Source: an optimization exercise on an open RTL-to-GDS flow (aim: small area and a short achievable clock period). Production flows keep margins and buffers that such runs may drop.
Function was checked by simulation only, so behaviour that the tests miss may differ from the original.
Power is estimated from default activity; no workload was simulated.

==> 03-12 <==
// FIR
module FIR #
(
    parameter inbit = 11,
    parameter outbit = 23,
    parameter n=32
)
(
    input rst,
    input clk,
    input wire signed [inbit-1:0] infix,
    output reg signed [outbit-1:0] outfix
);
clock: 4.2 ns
lec_check: 0
cap_margin: 20
core_margin: 2
core_utilization: 40
setup_slack_margin: 2.1
slew_margin: 20
synth_hierarchical: 1
run.sh (not shown) runs the stock make flow with config.mk's settings and CLKGATE_MAP_FILE= SYNTH_SCRIPT=/design/flow/synth_recipe.tcl, a recipe that flattens the netlist after the stock synthesis.
==> 03-28 (differences from 03-12) <==
--- a/flow/config.mk
+++ b/flow/config.mk
@@ -8,6 +8,8 @@
 export CAP_MARGIN = 20
 export CORE_MARGIN = 2
 export CORE_UTILIZATION = 40
+export CTS_BUF_LIST = sky130_fd_sc_hd__clkbuf_8
+export CTS_CLUSTER_SIZE = 16
 export SETUP_SLACK_MARGIN = 2.1
 export SLEW_MARGIN = 20
 export SYNTH_HIERARCHICAL = 1
==> qor summary <==
metric                                                       03-28        03-12
Clock latency at the later pin of the worst-skew pair      0.73 ns      0.63 ns
Total length of routed met3 wires                          2.15 mm      1.78 mm
Achievable clock frequency                                 469 MHz      467 MHz
ClkCell Share                                                6.71%        6.95%
Outcome                                   timing/DRC/antenna clean  timing/DRC/antenna clean
Share of total power in sequential cells                     43.2%        41.8%
Total wirelength of the detailed-routed design             61.8 mm      61.6 mm
Power drawn by the sequential cells                        8.06 mW      8.05 mW
Routed WL per cell                                         16.7 um      17.0 um
Global router's overall resource usage                       16.4%        16.4%
Net Sw Power                                               5.43 mW      5.45 mW
Final-layout clock buffer total                                150          110
Final Net Count                                               3158         3115
Required time of the worst setup path                      4.75 ns      4.68 ns
Critical Path AT                                           2.68 ns      2.62 ns
Power density normalized to cell area                  518 nW/um^2  533 nW/um^2
Met3 track utilization from global routing                   3.09%        2.45%
Largest stage delay on the critical path                   0.58 ns      0.60 ns
Clock group                                                6.12 mW      6.71 mW
Worst vdd rail ir drop                                    0.276 mV     0.325 mV
Clock power frac                                             32.9%        34.9%
Wire length of the first global-routing pass                104 mm       104 mm
Footprint of the flip-flops and latches                 14600 um^2   14600 um^2
Post-route setup slack                                     2.07 ns      2.06 ns
Minimum setup slack among reg-to-reg paths                 2.07 ns      2.06 ns

========
==> inputs of 10-25 <==
Another version of the RTL of FIR (not shown whole).
==> flow/design.v (excerpt) <==
module FIR #
(
    parameter inbit = 11,
    parameter outbit = 23,
    parameter n=32
)
(
    input rst,
    input clk,
    input wire signed [inbit-1:0] infix,
    output reg signed [outbit-1:0] outfix
);
clock: 4.2 ns
lec_check: 0
cap_margin: 20
core_margin: 2
core_utilization: 40
cts_buf_list: sky130_fd_sc_hd__clkbuf_16
cts_cluster_diameter: 100
cts_cluster_size: 25
setup_slack_margin: 2.05
slew_margin: 20
synth_hierarchical: 1
==> 03-24 (differences from 10-25) <==
SETUP_SLACK_MARGIN = 2.0   (was 2.05)
==> 07-16 (differences from 10-25) <==
SETUP_SLACK_MARGIN = 2.1   (was 2.05)
==> 08-07 (differences from 10-25) <==
CTS_CLUSTER_SIZE = 28   (was 25)
SETUP_SLACK_MARGIN = 2.1   (was 2.05)
==> qor summary <==
quantity                                                                     03-24                    07-16                    10-25                    08-07
Status                                                     complete, no violations  complete, no violations  complete, no violations  complete, no violations
RD Place Congestion                                                          0.779                    0.785                    0.779                    0.785
Clock buffers created by TritonCTS                                              34                       34                       34                       29
Number of placed cells counting well taps                                     3246                     3247                     3246                     3247
Share of layout cells above drive strength 1                                 7.38%                    12.1%                    8.53%                    11.7%
Clk network pwr share                                                        24.9%                    25.2%                    24.8%                    23.1%
Clk_buf instances                                                               34                       37                       34                       29
Number of nets at the end of the flow                                         2894                     2950                     2910                     2944
VDD IR-drop max                                                           0.256 mV                 0.293 mV                 0.256 mV                 0.320 mV
Worst hold slack across all endpoints                                       372 ps                   367 ps                   373 ps                   371 ps
Fraction of area in registers                                                43.5%                    42.9%                    43.4%                    43.1%
Post-CTS repair timing setup buffer count                                        1                       10                        1                        7
Portion of the layout cell area used by non-clock buffers                    1.39%                    2.59%                    1.71%                    2.57%
Fraction of area in multi-input gates                                        48.3%                    47.7%                    48.1%                    48.0%
Setup WS post-layout                                                       2060 ps                  2090 ps                  2100 ps                  2090 ps
Final Cycle Share                                                            51.0%                    50.2%                    50.1%                    50.3%
Drt via density                                                               4.52                     4.58                     4.54                     4.57
Switching part of the total power                                            28.1%                    27.9%                    28.1%                    28.1%
Fraction of power consumed by combinational cells                            22.2%                    22.6%                    22.4%                    23.5%
Resized Gates After CTS                                                         99                      165                      133                      171
Area Overhead vs Synth                                                       8.93%                    11.0%                    9.50%                    10.4%
Half-perimeter wire length after placement                                38900 um                 38700 um                 38900 um                 38700 um
Clock Skews                                                                23.0 ps                  20.8 ps                  24.2 ps                  19.3 ps
First-pass iteration count of the detailed router                                6                        5                        4                        5

port drivers added, routing unchanged:
How much do the figures lean on ideal ports? The routed layouts below were timed once more, with nothing changed but the port constraints. Step 1 assumes that a clkbuf_16 drives the clock port and a buf_2 every other input. Step 2 moves the port delays by t, midway between the first and last clock arrival at a register: inputs arrive t later, outputs are due t later. That takes back most of the time a late clock gives input paths. Three values: ideal ports, drivers, drivers and shift; two values: the first two.
run	t (ns)	setup slack, ns	worst setup path at the end	latest minus earliest clock arrival (ns)
03-12	0.678	2.060 / 2.060 / 1.459	input to register	0.033 / 0.033
03-28	0.760	2.069 / 2.069 / 1.364	input to register	0.055 / 0.055
10-25	0.633	2.095 / 2.083 / 1.561	input to register	0.031 / 0.031
03-24	0.632	2.058 / 2.058 / 1.562	input to register	0.029 / 0.030
07-16	0.633	2.091 / 2.090 / 1.560	input to register	0.029 / 0.029
08-07	0.656	2.087 / 2.087 / 1.539	input to register	0.020 / 0.020
After both steps setup and hold are still met in every run listed. For 03-28, which loses most, drivers alone change the setup slack by 0.000 ns; drivers and shift together by -0.705 ns.
